From an optimization exercise on the open Yosys and OpenROAD flow, aimed at small area; shortcuts taken in it are not production practice. Where RTL was checked, it was by simulation tests only, not by an equivalence proof against the original. Power is estimated from default activity; no workload was simulated.

## exp/zinc
// wlan_interleaver_top
module wlan_interleaver_top(
    input wire clk,
    input wire reset,
    input wire il_in,
    output wire il_out,
    input wire dil_in,
    output wire dil_out
    );
export LEC_CHECK = 0
export ABC_AREA = 1
export CAP_MARGIN = 20
export CORE_MARGIN = 2
export CORE_UTILIZATION = 60
export CTS_BUF_LIST = sky130_fd_sc_hd__clkbuf_4
export CTS_CLUSTER_DIAMETER = 50
export CTS_CLUSTER_SIZE = 10
export SLEW_MARGIN = 20
create_clock -name core_clock -period 25.0 [get_ports {clk}]
standard.sh (not shown) runs the stock make flow with config.mk's settings and CLKGATE_MAP_FILE= SYNTH_SCRIPT=/design/flow/synth_recipe.tcl, a recipe that flattens the netlist after the stock synthesis.
==> flow/flow/run.sh <==
#!/bin/bash
# Own layout flow: the standard layout (standard.sh), run with a copy of
# the ORFS scripts in which only the ABC area script differs (pure area
# mapping, no buffering or gate upsizing for ABC's picosecond-read clock
# period); port buffers are the smallest buffer, and CTS uses clkbuf_4 and
# no dummy loads. Each step's full output goes to a log file here.
set -euo pipefail
W=$(pwd)
rm -rf "$W/own_scripts"
cp -r "$FLOW_HOME/scripts" "$W/own_scripts"
cp "$W/flow/abc_area.script" "$W/own_scripts/abc_area.script"
ARGS=(
  "SCRIPTS_DIR=$W/own_scripts"
  "BUFFER_PORTS_ARGS=-buffer_cell sky130_fd_sc_hd__buf_1"
  "CTS_ARGS=-sink_clustering_enable -repair_clock_nets -sink_clustering_size 40 -sink_clustering_max_diameter 80 -buf_list sky130_fd_sc_hd__clkbuf_16 -root_buf sky130_fd_sc_hd__clkbuf_4 -tree_buf sky130_fd_sc_hd__clkbuf_4 -dont_use_dummy_load"
)
bash standard.sh "${ARGS[@]}" synth > "$W/log_synth.txt" 2>&1
bash standard.sh "${ARGS[@]}" finish > "$W/log_layout.txt" 2>&1
test -f "$W/out/final.def"
==> flow/flow/abc_area.script <==
strash
dch -f
if -K 4 -a
strash
dch -f
amap
topo
exp/zinc completed end to end with timing, DRC and antenna clean.
Inputs modified between exp/zinc and exp/tundra:
-- flow/flow/run.sh --
<<< exp/zinc, line 15
  "CTS_ARGS=-sink_clustering_enable -repair_clock_nets -sink_clustering_size 40 -sink_clustering_max_diameter 80 -buf_list sky130_fd_sc_hd__clkbuf_16 -root_buf sky130_fd_sc_hd__clkbuf_4 -tree_buf sky130_fd_sc_hd__clkbuf_4 -dont_use_dummy_load"
>>> exp/tundra, line 15
  "CTS_ARGS=-sink_clustering_enable -repair_clock_nets -sink_clustering_size 13 -sink_clustering_max_diameter 40 -buf_list sky130_fd_sc_hd__clkbuf_4 -dont_use_dummy_load"
==> flow/flow/abc_area.script <==
strash
ifraig
scorr
dc2
strash
dch -f
amap
topo
## What came out
Delta (exp/tundra minus exp/zinc): final area -1.5%, pre-CTS worst setup slack fell 0.23 ns, final-layout worst hold slack went down by 0.0068 ns, total design power fell 1.9%.
The lower count of clock-buffer cells in the layout of exp/tundra and exp/zinc is in exp/zinc.
Routed wire length delta for exp/tundra relative to exp/zinc: 1.7% higher
Non-clock buffer count came out exactly the same in exp/tundra and exp/zinc.
exp/tundra vs exp/zinc on met1 layer wirelength in the final routing: exp/tundra is the lower one.
exp/tundra finished every stage and its layout cleared the timing, design-rule and antenna checks.
The area added between synthesis and finish in exp/tundra sits 0.41 points below the value recorded for exp/zinc.
--- input diff exp/tundra..exp/fjord ---
- CORE_UTILIZATION now 40, was 60
-- flow/flow/run.sh --
<<< exp/tundra, line 15
  "CTS_ARGS=-sink_clustering_enable -repair_clock_nets -sink_clustering_size 13 -sink_clustering_max_diameter 40 -buf_list sky130_fd_sc_hd__clkbuf_4 -dont_use_dummy_load"
>>> exp/fjord, line 15
  "CTS_ARGS=-sink_clustering_enable -repair_clock_nets -sink_clustering_size 10 -sink_clustering_max_diameter 50 -buf_list sky130_fd_sc_hd__clkbuf_4 -dont_use_dummy_load"
--- outcome ---
The length of routed met3 wiring reported for exp/fjord is greater than that of exp/tundra by 59 um. Number of nets in the finished design: exp/fjord higher than exp/tundra. Clock-buffer cell count, exp/fjord and exp/tundra: lower on exp/tundra. From exp/tundra to exp/fjord the numbers moved as follows: synthesis-to-layout area growth now sits higher, first-pass GRT wire length higher, fraction of met3 tracks used by global routing went down by 0.59 points, final instance area picked up an extra about 2%. exp/fjord reports a higher diode insertion count for antenna repair than exp/tundra does. Compared to exp/tundra, the router laid down less metal wire for exp/fjord.
The inputs of exp/delta differ from those of exp/fjord as listed below.
- CORE_UTILIZATION changed from 40 to 60
-- flow/flow/run.sh --
<<< exp/fjord, line 15
  "CTS_ARGS=-sink_clustering_enable -repair_clock_nets -sink_clustering_size 10 -sink_clustering_max_diameter 50 -buf_list sky130_fd_sc_hd__clkbuf_4 -dont_use_dummy_load"
>>> exp/delta, line 15
  "CTS_ARGS=-sink_clustering_enable -repair_clock_nets -sink_clustering_size 12 -sink_clustering_max_diameter 40 -buf_list sky130_fd_sc_hd__clkbuf_4 -dont_use_dummy_load"
==> flow/flow/abc_area.script <==
strash
dch -f
if -K 4 -a
strash
dch -f
amap
topo
## What came out
exp/fjord completed end to end with timing, DRC and antenna clean.
The final layout from exp/delta, which completed every stage, passed the timing, design-rule and antenna checks at the end of the flow.
Net load switching power sits lower in exp/delta than in exp/fjord.
Compared with exp/fjord, exp/delta shows actual transition at the worst max-transition pin higher by 0.28 ns.
The setup slack of exp/delta is larger than that of exp/fjord.
Delta (exp/delta minus exp/fjord): number of buffers created by CTS -13%, count of clock buffers in the final design -3.

Setup of v58:
Another version of the RTL of wlan_interleaver_top (not shown whole).
Size: about 200 flip-flops, about 6 I/O pins, ~5500 um^2 of cells after synthesis.
==> flow/config.mk <==
export PLATFORM = sky130hd
export DESIGN_NAME = wlan_interleaver_top
export DESIGN_NICKNAME = wlan_interleaver_top
export VERILOG_FILES = /design/flow/design.v
export SDC_FILE = /design/flow/constraint.sdc
export NUM_CORES = 4
export LEC_CHECK = 0
export ABC_AREA = 1
export CAP_MARGIN = 20
export CORE_MARGIN = 2
export CORE_UTILIZATION = 40
export CTS_BUF_LIST = sky130_fd_sc_hd__clkbuf_4
export SLEW_MARGIN = 20
==> flow/constraint.sdc <==
create_clock -name core_clock -period 25.0 [get_ports {clk}]
set_input_delay 5.0000 -clock core_clock [delete_from_list [all_inputs] [get_ports {clk}]]
set_output_delay 5.0000 -clock core_clock [all_outputs]
set_load 0.01 [all_outputs]
run.sh (not shown) runs the stock make flow with config.mk's settings and CLKGATE_MAP_FILE= SYNTH_SCRIPT=/design/flow/synth_recipe.tcl, a recipe that flattens the netlist after the stock synthesis.
Stock flow here: none of the scripts above is used.
> inputs changed (v58 -> v23)
- an added CTS_CLUSTER_SIZE of 8
- an added CTS_CLUSTER_DIAMETER of 40
- a change of CTS_BUF_LIST from sky130_fd_sc_hd__clkbuf_4 to sky130_fd_sc_hd__clkbuf_2 sky130_fd_sc_hd__clkbuf_4
### Flow results
- v23 finished every step from synthesis to the final layout, and the layout passed the timing, design-rule and antenna checks.
- Summary: with v58 as the reference, total non-filler cell area in the finished layout in v23 moved down by a few percent.
- v23 vs. v58: internal power of the cells saw a decrease, measured slew at the worst slew-check pin -0.0094 ns, combined area of the multi-input logic cells about even, combinational power share essentially unchanged.
- Minimum hold slack was lower in v23 than in v58.
- Any difference in clock skew between v23 and v58 is small enough to ignore.
- Compared to v58, v23 has H-tree depth 1 lower.
- v23 has less setup slack than v58.
## Diff of input files: v22 against v23
- CTS_BUF_LIST no longer set, was sky130_fd_sc_hd__clkbuf_2 sky130_fd_sc_hd__clkbuf_4
- CTS_CLUSTER_DIAMETER no longer set, was 40
- CTS_CLUSTER_SIZE no longer set, was 8
Findings:
Post-detailed-routing wire length went up slightly going from v23 to v22. v22 vs v23 on switching power as a share of total power: v22 is the lower one. In terms of count of H-tree levels built during CTS, v22 and v23 differ only marginally. v22: no failed stages, no open violations at the end. Worst setup slack after layout (v22 over v23): increase, 0.13 ns.
Here is what was changed in the inputs of v49 compared with v22.
- putting CTS_CLUSTER_DIAMETER at 60 where nothing was set
- putting CTS_CLUSTER_SIZE at 16 where nothing was set
- putting CTS_BUF_LIST at sky130_fd_sc_hd__clkbuf_16 where nothing was set
Results
Looking at worst setup slack, v49 sits 0.0089 ns above v22. | count of clock-buffer cells in the layout | v49 vs v22 | 9 lower |. Row clock share of power: v49 lower / v22 higher.
> inputs changed (v49 -> v9)
- CTS_BUF_LIST now sky130_fd_sc_hd__clkbuf_8, was sky130_fd_sc_hd__clkbuf_16
Findings:
Setup slack in v9 is smaller than in v49. Between v49 and v9, the fraction of met1 tracks used by global routing figures differ only marginally. Power sits lower in v9 than in v49. v9 and v49 ended up with roughly the same total routing resource utilization after global routing. Inserted tap cell count: v9 vs v49 identical. In v9, utilization is lower than in v49.
Function was not checked in any run of this note: the RTL went through the layout flow alone.

## separate check: timing with driven ports
How much do the figures lean on ideal ports? The routed layouts below were timed once more, with nothing changed but the port constraints. Step 1, drivers: a clkbuf_16 drives clk and a buf_2 each remaining input, both assumed. Step 2 moves the port delays by t, midway between the first and last clock arrival at a register: inputs arrive t later, outputs are due t later. That takes back most of the time a late clock gives input paths. Three values: ideal ports, drivers, drivers and shift; two values: the first two.
| run | t, ns | slack for setup (ns) | clock arrival spread, ns | worst slew at a driven data input, ns | cell pins on the clock port's net |
|---|---|---|---|---|---|
| exp/zinc | 0.525 | 18.995 / 18.965 / 18.510 | 0.084 / 0.085 | 0.03 | 1 |
| exp/tundra | 0.566 | 18.799 / 18.810 / 18.244 | 0.088 / 0.088 | 0.03 | 1 |
| exp/fjord | 0.588 | 18.867 / 18.885 / 18.297 | 0.065 / 0.065 | 0.04 | 1 |
| exp/delta | 0.554 | 18.983 / 18.963 / 18.439 | 0.040 / 0.040 | 0.03 | 1 |
| v58 | 0.587 | 18.621 / 18.588 / 18.462 | 0.018 / 0.018 | 0.03 | 1 |
| v23 | 0.610 | 18.592 / 18.563 / 18.465 | 0.017 / 0.018 | 0.03 | 1 |
| v22 | 0.500 | 18.719 / 18.683 / 18.457 | 0.016 / 0.016 | 0.03 | 1 |
| v49 | 0.489 | 18.728 / 18.692 / 18.468 | 0.027 / 0.027 | 0.03 | 1 |
| v9 | 0.499 | 18.704 / 18.673 / 18.477 | 0.033 / 0.033 | 0.03 | 1 |
After both steps setup and hold are still met in every run listed. For exp/fjord, which loses most, drivers alone change the setup slack by +0.018 ns; drivers and shift together by -0.570 ns.
